Source: an optimization exercise on an open RTL-to-GDS flow (aim: small area and a short achievable clock period). Production flows keep margins and buffers that such runs may drop. The RTL was checked by simulation tests, not by an equivalence proof against the original design. Power figures rest on the tool's default switching activity, not on a simulated workload.

## flow/design.v (module list and top-level ports; edited modules follow where they fit)
// module mul16_top: 15 lines
// module multiplier: 1630 lines
// module mul_fa: 4 lines
// module mul_ha: 4 lines
module mul16_top(
    input clk,
    input [15:0] a,
    input [15:0] b,
    output reg [31:0] res
);
  // ...
==> flow/run.sh <==
#!/bin/bash
# synth_recipe.tcl (not shown) runs the flow's synth.tcl, then flattens the netlist and writes it again
# the make line also repeats each setting of config.mk as NAME=value (left out here)
make -C /OpenROAD-flow-scripts/flow DESIGN_CONFIG=/design/flow/config.mk WORK_HOME=/design/flow/orfs CLKGATE_MAP_FILE= SYNTH_SCRIPT=/design/flow/synth_recipe.tcl finish
==> flow/config.mk <==
export PLATFORM = sky130hd
export DESIGN_NAME = mul16_top
export DESIGN_NICKNAME = mul16_top
export VERILOG_FILES = /design/flow/design.v
export SDC_FILE = /design/flow/constraint.sdc
export NUM_CORES = 4
export LEC_CHECK = 0
export CAP_MARGIN = 20
export CORE_MARGIN = 2
export CORE_UTILIZATION = 40
export SLEW_MARGIN = 20
export SYNTH_HIERARCHICAL = 1
==> flow/constraint.sdc <==
create_clock -name core_clock -period 22.0 [get_ports {clk}]
set_input_delay 4.4000 -clock core_clock [delete_from_list [all_inputs] [get_ports {clk}]]
set_output_delay 4.4000 -clock core_clock [all_outputs]
set_load 0.01 [all_outputs]
==> notes.md, run 1 <==
Reg2reg end -> res[31]
Max-cap violations -> 0
Status -> no timing/DRC/antenna violations
Total grt overflow -> 0
Core Area -> 20800 um^2
Clock sink total -> 64
Top pwr grp -> combinational logic
Mapped Nets -> 1012
Maximum vdd drop -> 0.114 mV
DP Worst Slack -> 16410 ps
Tcrit/Tclk final -> 0.255
Largest area contributor in the netlist -> fa_1
Cell count after placement -> 1039
Busiest grt layer -> met2
Combinational power -> 1.06 mW
Most common cell in the netlist -> and2_1
Required @ worst endpoint -> 22240 ps
Clk pwr share -> 0.112
ClkCell Share -> 0.0335
Max reg flops -> 32
Fin Clk Skew -> 9.71 ps
Footprint of the multi-input gates -> 6950 um^2
HP Start -> b_r[0]
Multi-input gates -> 622
H-Tree Depth -> 3
Hold Path Depth -> 1
Non-clock buffer share of cell area -> 0.0668
Setup Buffers After CTS -> 0
Crit path to -> res[31]
Fin cells -> 1055
Total CTS buffers -> 9
Clk Latency, worst-skew pair -> 350 ps
Flop+latch power -> 0.191 mW
Most frequent cells in the layout -> and2_1 (257), fa_1 (199), dfxtp_1 (64), clkdlybuf4s50_1 (64), ha_1 (45)
Met2 GRT Util -> 0.343
Combinational Power Share -> 0.753
Full die area -> 22200 um^2
Worst slew margin -> 0.516
FF+latch count, synth -> 64
Cell area after synthesis -> 8430 um^2
Sequential Power Share -> 0.135
Most numerous cell on the critical path -> fa_1
==> run 2, diff against run 1 <==
--- a/flow/config.mk
+++ b/flow/config.mk
@@ -5,6 +5,7 @@
 export SDC_FILE = /design/flow/constraint.sdc
 export NUM_CORES = 4
 export LEC_CHECK = 0
+export ABC_CLOCK_PERIOD_IN_PS = 2000
 export CAP_MARGIN = 20
 export CORE_MARGIN = 2
 export CORE_UTILIZATION = 40
==> notes.md, run 2 <==
Final net count -> 1052 (unchanged)
Core Area -> 20800 um^2 (unchanged)
Most numerous cell on the critical path -> fa_1 (unchanged)
Port-buffer cells -> 64 (unchanged)
Final HPWL DP -> 15400 um (unchanged)
Simple-gate share of the synthesized area -> 0.222 (unchanged)
Met2 GRT Util -> 0.343 (unchanged)
Crit path kind -> flip-flop to flip-flop (unchanged)
Full die area -> 22200 um^2 (unchanged)
Min Tclk post-route -> 5620 ps (unchanged)
Fraction of registers with async set/reset -> 0 (unchanged)
Clk Latency, worst-skew pair -> 350 ps (about the same)
Largest area contributor in the netlist -> fa_1 (unchanged)
Max-cap violations -> 0 (unchanged)
Vias in the first global route -> 6244 (unchanged)
Iter 0 DRT Violations -> 270 (unchanged)
Crit path DAT -> 5860 ps (about the same)
Mapped Nets -> 1012 (unchanged)
Number of synthesized flops with an enable pin -> 0 (unchanged)
Top cells by area, synth -> fa_1 (47%), and2_1 (19%), dfxtp_1 (15%) (unchanged)
Final Slew Violations -> 0 (unchanged)
Top cell type's share of synthesized area -> 0.473 (unchanged)
Total Wirelength -> 21000 um (unchanged)
I/O Pins -> 65 (unchanged)
Maximum vdd drop -> 0.114 mV (unchanged)
Total global-route track usage -> 0.200 (unchanged)
Antenna violations before repair -> 1 (unchanged)
Psw -> 0.647 mW (unchanged)
Status -> no timing/DRC/antenna violations (unchanged)
Fillers -> 1936 (unchanged)
Initial Utilization -> 0.405 (unchanged)
FMAX -> 178 MHz (unchanged)
Total number of vias -> 5512 (unchanged)
Unrepaired setup endpoints after global routing -> false (unchanged)
Fin Clk Skew -> 9.71 ps (unchanged)
Tcrit/Tclk final -> 0.255 (unchanged)
Top_reg_cell synth -> dfxtp_1 (unchanged)
Fin util -> 0.461 (unchanged)
Most common cell in the netlist -> and2_1 (unchanged)
Netlist cell types -> 40 (unchanged)
Max reg flops -> 32 (unchanged)
Setup Buffers After CTS -> 0 (unchanged)
Die Width -> 149 um (unchanged)
Final setup violating endpoints -> 0 (unchanged)
Pin count of the biggest net entering global routing -> 17 (unchanged)
Sw Share -> 0.458 (unchanged)
Die H -> 149 um (unchanged)
Slowest cell on crit path -> dfxtp_1 (unchanged)
First-pass GRT wire length -> 33400 um (unchanged)
Post-CTS Hold Buffers -> 0 (unchanged)
Detail Route Antenna Nets -> 0 (unchanged)
Max incr delay on CP -> 770 ps (about the same)
Met1 Track Usage GR -> 0.245 (unchanged)
Clk pin slew, worst setup/hold paths -> 60 ps (about the same)
Register area share after synthesis -> 0.152 (unchanged)
Number of gates resized after CTS -> 0 (unchanged)
Setup TNS -> 0 ps (unchanged)
Post-synthesis instance total -> 735 (unchanged)
Synthesized area per cell -> 11.5 um^2 (unchanged)
Yosys warns -> 7 (unchanged)
FF+latch count, synth -> 64 (unchanged)
Sequential Power Share -> 0.135 (about the same)
Family with the most delay on the worst path -> adder cells (unchanged)
Total grt overflow -> 0 (unchanged)
Pre-antenna DRT Iters -> 5 (unchanged)
CTS tree -> yes (unchanged)
Worst slew margin -> 0.516 (unchanged)
Final Hold Vio Count -> 0 (unchanged)
Min-Delay Path Class -> flip-flop to flip-flop (unchanged)
Adder-cell share of the synthesized area -> 0.540 (unchanged)
DRC -> 0 (unchanged)
Critical-path cell list -> and2_1 > fa_1 > fa_1 > fa_1 > fa_1 > fa_1 > fa_1 > ha_1 > a21o_1 > a31oi_1 > nor2_1 > o21ai_0 > and2_4 > o21ai_1 > a21o_1 (unchanged)
Max FO, Critical Path -> 16 (unchanged)
Layout cells sized above 1 -> 0.0346 (unchanged)
Post-synthesis mux area share -> 0 (unchanged)
Most flop-heavy register -> res (unchanged)
ANT cells -> 0 (unchanged)
M3 GR Usage -> 0.0339 (unchanged)
Main combinational cell family by area after synthesis -> adder cells (unchanged)
Crit path capture type -> flip-flop (unchanged)
Total CTS buffers -> 9 (unchanged)
CTS root buf -> clkbuf_16 (unchanged)
Clock Path Buffers -> 2 (unchanged)
Area Overhead vs Synth -> 13.8% (unchanged)
Site Rows -> 53 (unchanged)
Pwr/cell area -> 147 nW/um^2 (unchanged)
Clk pwr share -> 0.112 (about the same)
Int Power -> 0.767 mW (unchanged)
Required @ worst endpoint -> 22240 ps (about the same)
Commonest cells in the netlist -> and2_1 (257), fa_1 (199), dfxtp_1 (64) (unchanged)
Post-DR wirelength/cell -> 19.9 um (unchanged)
H-Tree Depth -> 3 (unchanged)
CP Buf/Inv Count -> 0 (unchanged)
Combinational Power Share -> 0.753 (about the same)
Type of origin of the critical path -> flip-flop (unchanged)
GPL Wtd Cong -> 0.872 (unchanged)
Via/cell ratio -> 5.22 (unchanged)
Worst-Margin Slew -> 724 ps (unchanged)
Top Registers -> res: 32 flops, a_r: 16 flops, b_r: 16 flops (unchanged)
Cell area after synthesis -> 8430 um^2 (unchanged)
Most common cell after layout, fill and taps aside -> and2_1 (unchanged)
Busiest grt layer -> met2 (unchanged)
Most frequent cells in the layout -> and2_1 (257), fa_1 (199), dfxtp_1 (64), clkdlybuf4s50_1 (64), ha_1 (45) (unchanged)
Clock sink total -> 64 (unchanged)
Compound-Gate Fraction of Synth Area -> 0.0432 (unchanged)
Power, Total -> 1.41 mW (unchanged)
Leakage Power -> 4.19 nW (unchanged)
Xor and xnor area share after synthesis -> 0.0197 (unchanged)
[run 2: cell counts after synthesis]
No cell type changed its count.
[run 2: layout make-up]
| type | instances | area, um^2 | share of cell area |
|---|---|---|---|
| sequential | 64 | 1280 | 0.134 |
| timing repair buffer | 64 | 641 | 0.0668 |
| tap | 275 | 344 | 0.0359 |
| clock buffer | 9 | 225 | 0.0235 |
| multi-input combinational | 622 | 6950 | 0.725 |
| clock inverter | 7 | 96.3 | 0.0100 |
| inverter | 14 | 52.6 | 0.00548 |
[run 2: per-layer routing]
layer	wire, um	share of wire
met4	982	0.047
met2	10700	0.51
met5	0	0
met1	8340	0.40
met3	905	0.043
[run 2: worst reg2reg max path, cell delays in order, from the launching register on]
cell	delay, ps
dfxtp_1	770
and2_1	250
fa_1	450
fa_1	540
fa_1	470
fa_1	400
fa_1	500
fa_1	410
ha_1	370
a21o_1	200
a31oi_1	260
nor2_1	70
o21ai_0	290
and2_4	240
o21ai_1	110
a21o_1	190
[run 2: logic make-up after synthesis]
kind of cell               Yosys count
xor gates and xnor gates            19
adders and majority gates          244
and+or+nand+nor                    308
AOI/OAI and AO/OA                   51
DFF                                 64
buffers and inverters               49
[run 2: worst paths after layout]
path | startpoint | cells after the start | end | slack [ps]
setup / recovery | a_r[8] | 15 | res[31] | 16380
hold / removal | b_r[0] | 1 | res[0] | 740
setup reg to reg | a_r[8] | 15 | res[31] | 16380
hold reg to reg | b_r[0] | 1 | res[0] | 740
[run 2: Yosys stat by module, one instance, submodules excluded]
module	flops+latches	times used	area [um^2]
multiplier	0	1	3050
mul_fa	0	195	20.0
mul_ha	0	15	12.5
mul16_top	64	1	1280
[run 2: power by group through the flow]
stage | Clock [mW] | Combinational, mW | Sequential [mW]
final | 0.159 | 1.06 | 0.191
after global routing | 0.167 | 1.20 | 0.194
after CTS | 0.164 | 1.08 | 0.192
after detailed placement | 0 | 1.07 | 0.194
after global placement | 0 | 1.05 | 0.193
after floorplan | 0 | 0.794 | 0.194
[run 2: metrics by stage]
step | setup WS, ps | cells | hold slack [ps] | area (um^2)
CTS | 16360 | 1055 | 745 | 9590
detailed placement | 16410 | 1039 | 745 | 9270
global placement | 16460 | 1039 | 717 | 9270
floorplan | 16940 | 735 | 592 | 8430
finish | 16380 | 1055 | 744 | 9590
global route | 16060 | 1055 | 789 | 9590
==> run 3, diff against run 2 <==
--- a/flow/config.mk
+++ b/flow/config.mk
@@ -5,9 +5,8 @@
 export SDC_FILE = /design/flow/constraint.sdc
 export NUM_CORES = 4
 export LEC_CHECK = 0
-export ABC_CLOCK_PERIOD_IN_PS = 2000
 export CAP_MARGIN = 20
 export CORE_MARGIN = 2
-export CORE_UTILIZATION = 40
+export CORE_UTILIZATION = 70
 export SLEW_MARGIN = 20
 export SYNTH_HIERARCHICAL = 1
==> notes.md, run 3 <==
Status -> no timing/DRC/antenna violations (unchanged)
Iter 0 DRT Violations -> 442 (was 270)
First-pass GRT wire length -> 33300 um (was 33400 um)
Port-buffer cells -> 64 (unchanged)
Clock sink total -> 64 (unchanged)
Post-placement cell area -> 9110 um^2 (was 9270 um^2)
Worst Setup SP -> a_r[10] (was a_r[8])
Post-CTS Hold Buffers -> 0 (unchanged)
Die H -> 114 um (was 149 um)
Commonest cells in the netlist -> and2_1 (257), fa_1 (199), dfxtp_1 (64) (unchanged)
Crit path DAT -> 5960 ps (was 5860 ps)
Unrepaired setup endpoints after global routing -> false (unchanged)
Most frequent cells in the layout -> and2_1 (257), fa_1 (199), dfxtp_1 (64), clkdlybuf4s50_1 (64), ha_1 (45) (unchanged)
Most flop-heavy register -> res (unchanged)
Number of synthesized flops with an enable pin -> 0 (unchanged)
DRC -> 0 (unchanged)
Reg2reg setup slack -> 16270 ps (was 16380 ps)
Pre-antenna DRT Iters -> 7 (was 5)
Power, Total -> 1.41 mW (about the same)
Total global-route track usage -> 0.343 (was 0.200)
Max FO, Critical Path -> 16 (unchanged)
I/O Pins -> 65 (unchanged)
Total number of vias -> 5643 (was 5512)
Antenna violations before repair -> 0 (was 1)
H-Tree Depth -> 3 (unchanged)
Min Tclk post-route -> 5730 ps (was 5620 ps)
Total Wirelength -> 20000 um (was 21000 um)
Site Rows -> 40 (was 53)
Total CTS buffers -> 9 (unchanged)
Final net count -> 1052 (unchanged)
Tcrit/Tclk final -> 0.260 (was 0.255)
Vias in the first global route -> 6420 (was 6244)
Core Area -> 11900 um^2 (was 20800 um^2)
Clk Latency, worst-skew pair -> 350 ps (about the same)
Post-DR wirelength/cell -> 21.6 um (was 19.9 um)
R2r startpoint -> a_r[10] (was a_r[8])
ANT cells -> 0 (unchanged)
Min-Delay Path Class -> flip-flop to flip-flop (unchanged)
Final Hold Vio Count -> 0 (unchanged)
WHS -> 747 ps (was 744 ps)
Post-synthesis instance total -> 735 (unchanged)
Required @ worst endpoint -> 22230 ps (was 22240 ps)
Detail Route Antenna Nets -> 0 (unchanged)
Top Registers -> res: 32 flops, a_r: 16 flops, b_r: 16 flops (unchanged)
Reg2reg end -> res[29] (was res[31])
Max-cap violations -> 0 (unchanged)
Fin area -> 9400 um^2 (was 9590 um^2)
Clk pin slew, worst setup/hold paths -> 60 ps (about the same)
Pwr/cell area -> 150 nW/um^2 (was 147 nW/um^2)
Leakage Power -> 4.17 nW (was 4.19 nW)
Fin Clk Skew -> 10.3 ps (was 9.71 ps)
Number of gates resized after CTS -> 0 (unchanged)
CTS tree -> yes (unchanged)
Netlist cell types -> 40 (unchanged)
Crit path capture type -> flip-flop (unchanged)
Register area share after synthesis -> 0.152 (unchanged)
GPL Wtd Cong -> 0.913 (was 0.872)
Layout cells sized above 1 -> 0.0346 (unchanged)
Crit path to -> res[29] (was res[31])
Pin count of the biggest net entering global routing -> 17 (unchanged)
Setup Buffers After CTS -> 0 (unchanged)
FF+latch count, synth -> 64 (unchanged)
Fillers -> 786 (was 1936)
Synthesized area per cell -> 11.5 um^2 (unchanged)
Largest area contributor in the netlist -> fa_1 (unchanged)
Worst-Margin Slew -> 704 ps (was 724 ps)
Most common cell in the netlist -> and2_1 (unchanged)
Type of origin of the critical path -> flip-flop (unchanged)
Total grt overflow -> 0 (unchanged)
Final HPWL DP -> 15200 um (was 15400 um)
Top cells by area, synth -> fa_1 (47%), and2_1 (19%), dfxtp_1 (15%) (unchanged)
Worst slew margin -> 0.530 (was 0.516)
Max reg flops -> 32 (unchanged)
Final Slew Violations -> 0 (unchanged)
Mapped Nets -> 1012 (unchanged)
Setup TNS -> 0 ps (unchanged)
Area Overhead vs Synth -> 11.5% (was 13.8%)
Top_reg_cell synth -> dfxtp_1 (unchanged)
Top cell type's share of synthesized area -> 0.473 (unchanged)
CTS root buf -> clkbuf_16 (unchanged)
Via/cell ratio -> 6.09 (was 5.22)
Cell area after synthesis -> 8430 um^2 (unchanged)
Full die area -> 12900 um^2 (was 22200 um^2)
Final setup violating endpoints -> 0 (unchanged)
Yosys warns -> 7 (unchanged)
Initial Utilization -> 0.710 (was 0.405)
Reg2Reg Depth -> 15 (unchanged)
Maximum vdd drop -> 0.296 mV (was 0.114 mV)
Crit path kind -> flip-flop to flip-flop (unchanged)
Die Width -> 114 um (was 149 um)
Most common cell after layout, fill and taps aside -> and2_1 (unchanged)
Clock Path Buffers -> 2 (unchanged)
Fraction of registers with async set/reset -> 0 (unchanged)
FMAX -> 175 MHz (was 178 MHz)
## run 3: cell count changes in the layout (fill, tap and decap cells not counted)
cell | before | now
clkbuf_8 | 0 | 2
clkinv_4 | 3 | 0
clkinv_2 | 2 | 1
inv_6 | 0 | 2
clkinvlp_4 | 0 | 2
bufinv_16 | 2 | 0
## run 3: how the worst min path moves through the flow
stage               slack [ps]  startpoint  cells after the start  endpoint
finish                     750      b_r[0]                      1    res[0]
global route               770      b_r[0]                      1    res[0]
CTS                        730      b_r[0]                      1    res[0]
detailed placement         710      b_r[0]                      1    res[0]
global placement           710      b_r[0]                      1    res[0]
floorplan                  590      a_r[0]                      2    res[0]
## run 3: through the flow
stage,cells,setup WS [ps],utilization
after detailed placement,911,16340,0.768
after global placement,911,16530,0.768
after floorplan,735,16940,-
after CTS,927,16300,0.792
after global routing,927,15980,0.792
final,927,16270,0.792
## run 3: layout make-up
cell class | count | area (um^2) | area share
tap | 147 | 184 | 0.0196
multi-input combinational | 622 | 6950 | 0.739
clock buffer | 11 | 253 | 0.0269
sequential | 64 | 1280 | 0.136
timing repair buffer | 64 | 641 | 0.0682
clock inverter | 5 | 37.5 | 0.00399
inverter | 14 | 52.6 | 0.00559
## run 3: per-module statistics from Yosys (local to each module, per instance)
module,cell area (um^2),flops+latches,copies in the design,cells inside
multiplier,3050,0,1,461
mul16_top,1280,64,1,64
mul_fa,20.0,0,195,1
mul_ha,12.5,0,15,1
## run 3: metal layers
layer	GRT usage	wire length, um	share of wire	vias up
met5	0	0	0	-
met2	0.560	9970	0.50	280
met1	0.445	7800	0.39	2910
met4	0.163	833	0.042	0
li1	-	-	-	2396
met3	0.0728	1390	0.069	57
## run 3: kinds of logic after synthesis
logic type / Yosys count / share of synthesized area
and+or+nand+nor: 308 / 0.222
adders and majority gates: 244 / 0.540
DFF: 64 / 0.152
AOI/OAI and AO/OA: 51 / 0.0432
buffers and inverters: 49 / 0.0232
xor gates and xnor gates: 19 / 0.0197
## run 3: critical path: stages, from the launching register on
cell and delay [ps]:
dfxtp_1 760, and2_1 280, fa_1 430, fa_1 520, fa_1 440, fa_1 390
fa_1 510, fa_1 410, ha_1 370, a21o_1 200, a31oi_1 250, nor2_1 120
o21ai_0 360, nand2_1 170, a311oi_1 340, nor3_1 70
## run 3: power by group
group | total, mW | switching (mW) | internal (mW)
clock network | 0.141 | 0.0579 | 0.0830
logic | 1.08 | 0.573 | 0.503
registers | 0.188 | 0.0215 | 0.167
==> run 4, diff against run 3 <==
--- a/flow/config.mk
+++ b/flow/config.mk
@@ -7,6 +7,6 @@
 export LEC_CHECK = 0
 export CAP_MARGIN = 20
 export CORE_MARGIN = 2
-export CORE_UTILIZATION = 70
+export CORE_UTILIZATION = 55
 export SLEW_MARGIN = 20
 export SYNTH_HIERARCHICAL = 1
==> notes.md, run 4 <==
Status -> no timing/DRC/antenna violations (unchanged)
Clk pin slew, worst setup/hold paths -> 60 ps (about the same)
Antenna violations before repair -> 0 (unchanged)
Max FO, Critical Path -> 1 (was 16)
Tcrit/Tclk final -> 0.255 (was 0.260)
Top cell type's share of synthesized area -> 0.473 (unchanged)
DRC -> 0 (unchanged)
Clk Latency, worst-skew pair -> 350 ps (about the same)
Total CTS buffers -> 9 (unchanged)
Critical-path cell list -> clkdlybuf4s50_1 (was and2_1 > fa_1 > fa_1 > fa_1 > fa_1 > fa_1 > fa_1 > ha_1 > a21o_1 > a31oi_1 > nor2_1 > o21ai_0 > nand2_1 > a311oi_1 > nor3_1)
Setup Buffers After CTS -> 0 (unchanged)
Largest area contributor in the netlist -> fa_1 (unchanged)
Die Width -> 128 um (was 114 um)
Required @ worst endpoint -> 17600 ps (was 22230 ps)
Number of gates resized after CTS -> 0 (unchanged)
Final Slew Violations -> 0 (unchanged)
Most frequent cells in the layout -> and2_1 (257), fa_1 (199), dfxtp_1 (64), clkdlybuf4s50_1 (64), ha_1 (45) (unchanged)
I/O Pins -> 65 (unchanged)
Max incr delay on CP -> 540 ps (was 760 ps)
Number of synthesized flops with an enable pin -> 0 (unchanged)
FMAX -> 178 MHz (was 175 MHz)
Post-synthesis mux area share -> 0 (unchanged)
Unrepaired setup endpoints after global routing -> false (unchanged)
Die H -> 128 um (was 114 um)
Most flop-heavy register -> res (unchanged)
Top Registers -> res: 32 flops, a_r: 16 flops, b_r: 16 flops (unchanged)
Pre-antenna DRT Iters -> 4 (was 7)
Crit path capture type -> output pin (was flip-flop)
Final net count -> 1052 (unchanged)
Max reg flops -> 32 (unchanged)
Netlist cell types -> 40 (unchanged)
Worst-Margin Slew -> 694 ps (was 704 ps)
Fin util -> 0.630 (was 0.792)
Vias in the first global route -> 6166 (was 6420)
Total Wirelength -> 20400 um (was 20000 um)
Synthesized area per cell -> 11.5 um^2 (unchanged)
Layout cells sized above 1 -> 0.0346 (unchanged)
Final Hold Vio Count -> 0 (unchanged)
Min Tclk post-route -> 5610 ps (was 5730 ps)
Leakage Power -> 4.21 nW (was 4.17 nW)
Type of origin of the critical path -> flip-flop (unchanged)
H-Tree Depth -> 3 (unchanged)
Pwr/cell area -> 152 nW/um^2 (was 150 nW/um^2)
Crit path kind -> flip-flop to output pin (was flip-flop to flip-flop)
Most common cell in the netlist -> and2_1 (unchanged)
Final setup violating endpoints -> 0 (unchanged)
Top_reg_cell synth -> dfxtp_1 (unchanged)
Iter 0 DRT Violations -> 315 (was 442)
Yosys warns -> 7 (unchanged)
Post-DR wirelength/cell -> 21.1 um (was 21.6 um)
Post-placement cell area -> 9160 um^2 (was 9110 um^2)
Compound-Gate Fraction of Synth Area -> 0.0432 (unchanged)
ANT cells -> 0 (unchanged)
Most common cell after layout, fill and taps aside -> and2_1 (unchanged)
Detail Route Antenna Nets -> 0 (unchanged)
Initial Utilization -> 0.558 (was 0.710)
Pin count of the biggest net entering global routing -> 17 (unchanged)
Main combinational cell family by area after synthesis -> adder cells (unchanged)
Register area share after synthesis -> 0.152 (unchanged)
Slowest cell on crit path -> clkdlybuf4s50_1 (was dfxtp_1)
CP Buf/Inv Count -> 1 (was 0)
First-pass GRT wire length -> 33600 um (was 33300 um)
Family with the most delay on the worst path -> buffers and inverters (was adder cells)
Maximum vdd drop -> 0.209 mV (was 0.296 mV)
Top cells by area, synth -> fa_1 (47%), and2_1 (19%), dfxtp_1 (15%) (unchanged)
Total number of vias -> 5361 (was 5643)
GPL Wtd Cong -> 0.846 (was 0.913)
Final HPWL DP -> 15800 um (was 15200 um)
Cell area after synthesis -> 8430 um^2 (unchanged)
Commonest cells in the netlist -> and2_1 (257), fa_1 (199), dfxtp_1 (64) (unchanged)
Post-CTS Hold Buffers -> 0 (unchanged)
Post-synthesis instance total -> 735 (unchanged)
Clock Path Buffers -> 2 (unchanged)
Cell count after placement -> 952 (was 911)
Setup TNS -> 0 ps (unchanged)
Area Overhead vs Synth -> 12.9% (was 11.5%)
Core Area -> 15100 um^2 (was 11900 um^2)
Fin area -> 9510 um^2 (was 9400 um^2)
Simple-gate share of the synthesized area -> 0.222 (unchanged)
Fraction of registers with async set/reset -> 0 (unchanged)
Total grt overflow -> 0 (unchanged)
Adder-cell share of the synthesized area -> 0.540 (unchanged)
Full die area -> 16300 um^2 (was 12900 um^2)
Via/cell ratio -> 5.54 (was 6.09)
FF+latch count, synth -> 64 (unchanged)
Xor and xnor area share after synthesis -> 0.0197 (unchanged)
Port-buffer cells -> 64 (unchanged)
Fin cells -> 968 (was 927)
WHS -> 758 ps (was 747 ps)
Fin Clk Skew -> 8.52 ps (was 10.3 ps)
CTS tree -> yes (unchanged)
Site Rows -> 45 (was 40)
Clock sink total -> 64 (unchanged)
Crit path DAT -> 1210 ps (was 5960 ps)
Max-cap violations -> 0 (unchanged)
Mapped Nets -> 1012 (unchanged)
Total global-route track usage -> 0.275 (was 0.343)
CTS root buf -> clkbuf_16 (unchanged)
Min-Delay Path Class -> flip-flop to flip-flop (unchanged)
Worst slew margin -> 0.537 (was 0.530)
## run 4: worst paths after layout
kind / from / to / slack (ps) / cells past startpoint
worst min-delay path: b_r[0] / res[0] / 760 / 1
worst max-delay path: res[22] / res[22] / 16390 / 1
worst min register to register: b_r[0] / res[0] / 760 / 1
worst max register to register: a_r[10] / res[31] / 16400 / 15
## run 4: final cells by class
cell class	count	area (um^2)
clock inverter	7	125
inverter	14	52.6
fill	1228	5580
clock buffer	9	225
sequential	64	1280
multi-input combinational	622	6950
tap	188	235
timing repair buffer	64	641
## run 4: per-stage QoR
stage,power (mW),worst slack [ps]
after floorplan,0.987,16940
after global placement,1.25,16460
after detailed placement,1.28,16380
after CTS,1.46,16370
after global routing,1.61,16120
final,1.45,16390
## run 4: cell families (layout without fill, tap and decap cells)
group	Yosys count	count (layout)
AND/OR/NAND/NOR	308	308
adder cells (fa/ha/maj)	244	244
flip-flops	64	64
AO/OA/AOI/OAI	51	51
buffers and inverters	49	94
XOR/XNOR	19	19
## run 4: modules after synthesis, one instance, submodules excluded
module	flops+latches	cell area, um^2	times used
mul16_top	64	1280	1
multiplier	0	3050	1
mul_ha	0	12.5	15
mul_fa	0	20.0	195
## run 4: power breakdown
part | internal [mW] | switching (mW) | leakage, nW
Combinational | 0.506 | 0.580 | 3.50
Sequential | 0.167 | 0.0220 | 0.540
Clock | 0.112 | 0.0621 | 0.171
Total | 0.785 | 0.664 | 4.21
## run 4: layer usage
metal / vias to the layer above / part of all wire / track usage
met5: - / 0 / 0
met4: 0 / 0.022 / 0.0795
met3: 25 / 0.055 / 0.0618
met2: 150 / 0.52 / 0.475
met1: 2792 / 0.41 / 0.350
li1: 2394 / - / -
==> run 5, diff against run 4 <==
--- a/flow/config.mk
+++ b/flow/config.mk
@@ -7,6 +7,7 @@
 export LEC_CHECK = 0
 export CAP_MARGIN = 20
 export CORE_MARGIN = 2
-export CORE_UTILIZATION = 55
+export CORE_UTILIZATION = 40
+export CTS_BUF_LIST = sky130_fd_sc_hd__clkbuf_8
 export SLEW_MARGIN = 20
 export SYNTH_HIERARCHICAL = 1
==> notes.md, run 5 <==
Setup Buffers After CTS -> 0 (unchanged)
Reg2reg end -> res[31] (unchanged)
Clock Path Buffers -> 2 (unchanged)
WHS -> 755 ps (was 758 ps)
Crit path capture type -> flip-flop (was output pin)
Crit path kind -> flip-flop to flip-flop (was flip-flop to output pin)
Fin cells -> 1055 (was 968)
Cell count after placement -> 1039 (was 952)
Synthesized area per cell -> 11.5 um^2 (unchanged)
Register area share after synthesis -> 0.152 (unchanged)
Number of synthesized flops with an enable pin -> 0 (unchanged)
Via/cell ratio -> 5.17 (was 5.54)
Xor and xnor area share after synthesis -> 0.0197 (unchanged)
CTS tree -> yes (unchanged)
Final Hold Vio Count -> 0 (unchanged)
Total number of vias -> 5458 (was 5361)
FMAX -> 177 MHz (was 178 MHz)
Die H -> 149 um (was 128 um)
Antenna violations before repair -> 1 (was 0)
Mapped Nets -> 1012 (unchanged)
Pin count of the biggest net entering global routing -> 17 (unchanged)
Required @ worst endpoint -> 22280 ps (was 17600 ps)
Most flop-heavy register -> res (unchanged)
Top cells by area, synth -> fa_1 (47%), and2_1 (19%), dfxtp_1 (15%) (unchanged)
CTS root buf -> clkbuf_8 (was clkbuf_16)
ANT cells -> 0 (unchanged)
Commonest cells in the netlist -> and2_1 (257), fa_1 (199), dfxtp_1 (64) (unchanged)
Reg2reg setup slack -> 16350 ps (was 16400 ps)
Final HPWL DP -> 15400 um (was 15800 um)
Pre-antenna DRT Iters -> 4 (unchanged)
HP Start -> b_r[0] (unchanged)
Max reg flops -> 32 (unchanged)
Worst slew margin -> 0.494 (was 0.537)
Reg2Reg Depth -> 15 (unchanged)
Layout cells sized above 1 -> 0.0346 (unchanged)
Post-DR wirelength/cell -> 19.8 um (was 21.1 um)
H-Tree Depth -> 3 (unchanged)
DRC -> 0 (unchanged)
Type of origin of the critical path -> flip-flop (unchanged)
Post-synthesis instance total -> 735 (unchanged)
First-pass GRT wire length -> 33300 um (was 33600 um)
Post-synthesis mux area share -> 0 (unchanged)
Final Slew Violations -> 0 (unchanged)
Max FO, Critical Path -> 16 (was 1)
I/O Pins -> 65 (unchanged)
Yosys warns -> 7 (unchanged)
Clk pin slew, worst setup/hold paths -> 80 ps (was 60 ps)
Simple-gate share of the synthesized area -> 0.222 (unchanged)
Most common cell in the netlist -> and2_1 (unchanged)
Top cell type's share of synthesized area -> 0.473 (unchanged)
Status -> no timing/DRC/antenna violations (unchanged)
Die Width -> 149 um (was 128 um)
Clock sink total -> 64 (unchanged)
FF+latch count, synth -> 64 (unchanged)
Vias in the first global route -> 6274 (was 6166)
Port-buffer cells -> 64 (unchanged)
Max incr delay on CP -> 810 ps (was 540 ps)
Initial Utilization -> 0.405 (was 0.558)
Setup TNS -> 0 ps (unchanged)
Total grt overflow -> 0 (unchanged)
Top_reg_cell synth -> dfxtp_1 (unchanged)
Post-CTS Hold Buffers -> 0 (unchanged)
Final WS setup -> 16350 ps (was 16390 ps)
Fraction of registers with async set/reset -> 0 (unchanged)
Total CTS buffers -> 9 (unchanged)
Unrepaired setup endpoints after global routing -> false (unchanged)
Main combinational cell family by area after synthesis -> adder cells (unchanged)
Full die area -> 22200 um^2 (was 16300 um^2)
Crit path DAT -> 5940 ps (was 1210 ps)
Maximum vdd drop -> 0.114 mV (was 0.209 mV)
Total global-route track usage -> 0.200 (was 0.275)
Slowest cell on crit path -> dfxtp_1 (was clkdlybuf4s50_1)
Site Rows -> 53 (was 45)
Adder-cell share of the synthesized area -> 0.540 (unchanged)
Netlist cell types -> 40 (unchanged)
R2r startpoint -> a_r[10] (unchanged)
Top Registers -> res: 32 flops, a_r: 16 flops, b_r: 16 flops (unchanged)
Largest area contributor in the netlist -> fa_1 (unchanged)
Number of gates resized after CTS -> 0 (unchanged)
Worst-Margin Slew -> 758 ps (was 694 ps)
Final net count -> 1052 (unchanged)
WHS Endpoint -> res[0] (unchanged)
Cell area after synthesis -> 8430 um^2 (unchanged)
Min Tclk post-route -> 5650 ps (was 5610 ps)
Power, Total -> 1.37 mW (was 1.45 mW)
Total Wirelength -> 20900 um (was 20400 um)
Most common cell after layout, fill and taps aside -> and2_1 (unchanged)
Detail Route Antenna Nets -> 0 (unchanged)
Fin Clk Skew -> 16.7 ps (was 8.52 ps)
Min-Delay Path Class -> flip-flop to flip-flop (unchanged)
Iter 0 DRT Violations -> 257 (was 315)
Max-cap violations -> 0 (unchanged)
GPL Wtd Cong -> 0.872 (was 0.846)
Most numerous cell on the critical path -> fa_1
Pwr/cell area -> 145 nW/um^2 (was 152 nW/um^2)
Hold Path Depth -> 1 (unchanged)
DP Worst Slack -> 16410 ps (was 16380 ps)
Critical-path cell list -> and2_1 > fa_1 > fa_1 > fa_1 > fa_1 > fa_1 > fa_1 > ha_1 > a21o_1 > a31oi_1 > nor2_1 > o21ai_0 > and2_4 > o21ai_1 > a21o_1 (was clkdlybuf4s50_1)
Clk Latency, worst-skew pair -> 390 ps (was 350 ps)
Core Area -> 20800 um^2 (was 15100 um^2)
Area Overhead vs Synth -> 12.6% (was 12.9%)
Most frequent cells in the layout -> and2_1 (257), fa_1 (199), dfxtp_1 (64), clkdlybuf4s50_1 (64), ha_1 (45) (unchanged)
Compound-Gate Fraction of Synth Area -> 0.0432 (unchanged)
Tcrit/Tclk final -> 0.257 (was 0.255)
Leakage Power -> 4.15 nW (was 4.21 nW)
Final setup violating endpoints -> 0 (unchanged)
-- run 5: cell counts after synthesis --
Identical to the previous run, type by type.
-- run 5: cell type report --
type,instances,area (um^2)
clock buffer,9,124
clock inverter,7,96.3
fill,1945,11300
inverter,14,52.6
multi-input combinational,622,6950
sequential,64,1280
tap,275,344
timing repair buffer,64,641
-- run 5: cells by family (layout without fill, tap and decap cells) --
group                      Yosys count  after routing
DFF                                 64             64
buffers and inverters               49             94
xor gates and xnor gates            19             19
adders and majority gates          244            244
and+or+nand+nor                    308            308
AOI/OAI and AO/OA                   51             51
-- run 5: modules after synthesis, one instance, submodules excluded --
| module | cells inside | copies in the design |
|---|---|---|
| mul_fa | 1 | 195 |
| multiplier | 461 | 1 |
| mul_ha | 1 | 15 |
| mul16_top | 64 | 1 |
-- run 5: how the worst max path moves through the flow --
stage | slack, ps | cells after the start | to | start
after floorplan | 16940 | 17 | res[31] | b_r[7]
after global placement | 16460 | 15 | res[31] | a_r[9]
after detailed placement | 16410 | 15 | res[31] | a_r[10]
after CTS | 16300 | 1 | res[31] | res[31]
after global routing | 16040 | 15 | res[29] | a_r[8]
final | 16350 | 15 | res[31] | a_r[10]
-- run 5: routing by layer --
metal / global-route usage / share of wire
met1: 0.244 / 0.39
met2: 0.341 / 0.51
met3: 0.0376 / 0.052
met4: 0.101 / 0.044
met5: 0 / 0
-- run 5: through the flow --
stage / instance area, um^2 / utilization
floorplan: 8430 / -
global placement: 9270 / 0.445
detailed placement: 9270 / 0.445
CTS: 9490 / 0.456
global route: 9490 / 0.456
finish: 9490 / 0.456
-- run 5: worst max-delay path, delay by kind of cell (launching register included) --
kind                     cells  cell delay [ps]
AND/OR/NAND/NOR              3              570
adder cells (fa/ha/maj)      7             3110
AO/OA/AOI/OAI                5             1050
flip-flops                   1              810
-- run 5: where the power goes --
part,internal [mW],switching [mW]
combinational,0.500,0.563
sequential,0.167,0.0239
clock,0.0639,0.0556
==> run 6, diff against run 5 <==
--- a/flow/config.mk
+++ b/flow/config.mk
@@ -5,9 +5,9 @@
 export SDC_FILE = /design/flow/constraint.sdc
 export NUM_CORES = 4
 export LEC_CHECK = 0
+export ABC_CLOCK_PERIOD_IN_PS = 1000
 export CAP_MARGIN = 20
 export CORE_MARGIN = 2
 export CORE_UTILIZATION = 40
-export CTS_BUF_LIST = sky130_fd_sc_hd__clkbuf_8
 export SLEW_MARGIN = 20
 export SYNTH_HIERARCHICAL = 1
==> notes.md, run 6 <==
Most frequent cells in the layout -> and2_1 (257), fa_1 (199), dfxtp_1 (64), clkdlybuf4s50_1 (64), ha_1 (45) (unchanged)
Final net count -> 1052 (unchanged)
Clk pin slew, worst setup/hold paths -> 60 ps (was 80 ps)
FF+latch count, synth -> 64 (unchanged)
Final setup violating endpoints -> 0 (unchanged)
Final HPWL DP -> 15400 um (unchanged)
Total number of vias -> 5512 (was 5458)
Synthesized area per cell -> 11.5 um^2 (unchanged)
Slowest cell on crit path -> dfxtp_1 (unchanged)
Commonest cells in the netlist -> and2_1 (257), fa_1 (199), dfxtp_1 (64) (unchanged)
Crit path DAT -> 5860 ps (was 5940 ps)
Clock Path Buffers -> 2 (unchanged)
CTS root buf -> clkbuf_16 (was clkbuf_8)
Max incr delay on CP -> 770 ps (was 810 ps)
Required @ worst endpoint -> 22240 ps (was 22280 ps)
Pin count of the biggest net entering global routing -> 17 (unchanged)
Worst slew margin -> 0.516 (was 0.494)
Die H -> 149 um (unchanged)
DRC -> 0 (unchanged)
Fin Clk Skew -> 9.71 ps (was 16.7 ps)
Cell count after placement -> 1039 (unchanged)
Core Area -> 20800 um^2 (unchanged)
Area Overhead vs Synth -> 13.8% (was 12.6%)
Total global-route track usage -> 0.200 (about the same)
Max reg flops -> 32 (unchanged)
Post-DR wirelength/cell -> 19.9 um (was 19.8 um)
Die Width -> 149 um (unchanged)
Most common cell after layout, fill and taps aside -> and2_1 (unchanged)
Fin util -> 0.461 (was 0.456)
Most numerous cell on the critical path -> fa_1 (unchanged)
Reg2reg setup slack -> 16380 ps (was 16350 ps)
Most common cell in the netlist -> and2_1 (unchanged)
GPL Wtd Cong -> 0.872 (unchanged)
Final Slew Violations -> 0 (unchanged)
WHS -> 744 ps (was 755 ps)
Total grt overflow -> 0 (unchanged)
Tcrit/Tclk final -> 0.255 (was 0.257)
Register area share after synthesis -> 0.152 (unchanged)
Crit path to -> res[31] (unchanged)
Worst-Margin Slew -> 724 ps (was 758 ps)
Yosys warns -> 7 (unchanged)
Final Hold Vio Count -> 0 (unchanged)
Max FO, Critical Path -> 16 (unchanged)
DP Worst Slack -> 16410 ps (unchanged)
Largest area contributor in the netlist -> fa_1 (unchanged)
Top cell type's share of synthesized area -> 0.473 (unchanged)
Final WS setup -> 16380 ps (was 16350 ps)
First-pass GRT wire length -> 33400 um (was 33300 um)
Min Tclk post-route -> 5620 ps (was 5650 ps)
Top cells by area, synth -> fa_1 (47%), and2_1 (19%), dfxtp_1 (15%) (unchanged)
Worst Setup SP -> a_r[8] (was a_r[10])
CTS tree -> yes (unchanged)
Number of synthesized flops with an enable pin -> 0 (unchanged)
Top_reg_cell synth -> dfxtp_1 (unchanged)
Netlist cell types -> 40 (unchanged)
Setup TNS -> 0 ps (unchanged)
ANT cells -> 0 (unchanged)
Maximum vdd drop -> 0.114 mV (about the same)
Reg2reg end -> res[31] (unchanged)
Top Registers -> res: 32 flops, a_r: 16 flops, b_r: 16 flops (unchanged)
Fin area -> 9590 um^2 (was 9490 um^2)
Setup Buffers After CTS -> 0 (unchanged)
Initial Utilization -> 0.405 (unchanged)
FMAX -> 178 MHz (was 177 MHz)
Full die area -> 22200 um^2 (unchanged)
Clk Latency, worst-skew pair -> 350 ps (was 390 ps)
Power, Total -> 1.41 mW (was 1.37 mW)
R2r startpoint -> a_r[8] (was a_r[10])
Leakage Power -> 4.19 nW (was 4.15 nW)
Min-Delay Path Class -> flip-flop to flip-flop (unchanged)
Pre-antenna DRT Iters -> 5 (was 4)
Reg2Reg Depth -> 15 (unchanged)
Unrepaired setup endpoints after global routing -> false (unchanged)
Mapped Nets -> 1012 (unchanged)
Via/cell ratio -> 5.22 (was 5.17)
Iter 0 DRT Violations -> 270 (was 257)
Type of origin of the critical path -> flip-flop (unchanged)
Status -> no timing/DRC/antenna violations (unchanged)
H-Tree Depth -> 3 (unchanged)
Max-cap violations -> 0 (unchanged)
Detail Route Antenna Nets -> 0 (unchanged)
Total CTS buffers -> 9 (unchanged)
Number of gates resized after CTS -> 0 (unchanged)
Post-CTS Hold Buffers -> 0 (unchanged)
Layout cells sized above 1 -> 0.0346 (unchanged)
Clock sink total -> 64 (unchanged)
Post-synthesis instance total -> 735 (unchanged)
I/O Pins -> 65 (unchanged)
Port-buffer cells -> 64 (unchanged)
Pwr/cell area -> 147 nW/um^2 (was 145 nW/um^2)
Antenna violations before repair -> 1 (unchanged)
Crit path kind -> flip-flop to flip-flop (unchanged)
Vias in the first global route -> 6244 (was 6274)
Critical-path cell list -> and2_1 > fa_1 > fa_1 > fa_1 > fa_1 > fa_1 > fa_1 > ha_1 > a21o_1 > a31oi_1 > nor2_1 > o21ai_0 > and2_4 > o21ai_1 > a21o_1 (unchanged)
Cell area after synthesis -> 8430 um^2 (unchanged)
Post-placement cell area -> 9270 um^2 (unchanged)
Most flop-heavy register -> res (unchanged)
Crit path capture type -> flip-flop (unchanged)
Total Wirelength -> 21000 um (was 20900 um)
Site Rows -> 53 (unchanged)
Fin cells -> 1055 (unchanged)
Fraction of registers with async set/reset -> 0 (unchanged)
## run 6: critical path, delay by kind of cell (launching register included)
family	cells	cell delay [ps]
compound gates	5	1050
simple gates	3	550
flops	1	770
fa+ha+maj	7	3130
## run 6: worst min-delay path by stage
stage	start	to	slack (ps)	cells after the start
2_1_floorplan	a_r[0]	res[0]	590	2
3_3_place_gp	b_r[0]	res[0]	720	1
3_5_place_dp	b_r[0]	res[0]	750	1
4_1_cts	b_r[0]	res[0]	750	1
5_1_grt	b_r[0]	res[0]	790	1
6_report	b_r[0]	res[0]	740	1
## run 6: cell type report
class / instances / area (um^2)
fill: 1936 / 11200
multi-input combinational: 622 / 6950
sequential: 64 / 1280
timing repair buffer: 64 / 641
tap: 275 / 344
clock buffer: 9 / 225
clock inverter: 7 / 96.3
inverter: 14 / 52.6
## run 6: per-layer routing
layer | vias to the layer above | GRT usage | share of wire
li1 | 2393 | - | -
met1 | 2915 | 0.245 | 0.40
met2 | 162 | 0.343 | 0.51
met3 | 42 | 0.0339 | 0.043
met4 | 0 | 0.0990 | 0.047
met5 | - | 0 | 0
## run 6: report_power, final
part	switching [mW]	internal [mW]	total, mW
logic	0.564	0.501	1.06
registers	0.0238	0.167	0.191
clock network	0.0593	0.0994	0.159
## run 6: modules after synthesis, one instance, submodules excluded
| module | cells inside | area (um^2) |
|---|---|---|
| mul16_top | 64 | 1280 |
| mul_fa | 1 | 20.0 |
| mul_ha | 1 | 12.5 |
| multiplier | 461 | 3050 |
## run 6: kinds of logic (layout without fill, tap and decap cells)
kind of cell,Yosys count,after routing,synth area share
adders and majority gates,244,244,0.540
AOI/OAI and AO/OA,51,51,0.0432
DFF,64,64,0.152
buffers and inverters,49,94,0.0232
and+or+nand+nor,308,308,0.222
xor gates and xnor gates,19,19,0.0197

afterwards: timing with drivers on the ports:
The flow's constraints put no driver on any port. The routed layouts listed below were extracted and timed again, unchanged, in two steps.
Step 1: set_driving_cell puts a clkbuf_16 on clk and a buf_2 on each other input, an assumption about the parent block.
Step 2 also shifts input and output timing later by t, the mid clock arrival at the registers, as if the neighbouring blocks saw the same clock.
Three values: ideal, step 1, step 2; two values: the first two.
run | t (ns) | slack for setup (ns) | worst setup path after step 2
run 1 | 0.387 | 16.379 / 16.344 / 16.379 | register to register
run 2 | 0.387 | 16.379 / 16.344 / 16.379 | register to register
run 3 | 0.386 | 16.274 / 16.274 / 16.274 | register to register
run 4 | 0.390 | 16.394 / 16.350 / 16.403 | register to register
run 5 | 0.425 | 16.347 / 16.306 / 16.347 | register to register
run 6 | 0.387 | 16.379 / 16.344 / 16.379 | register to register
After both steps setup and hold are still met in every run listed.
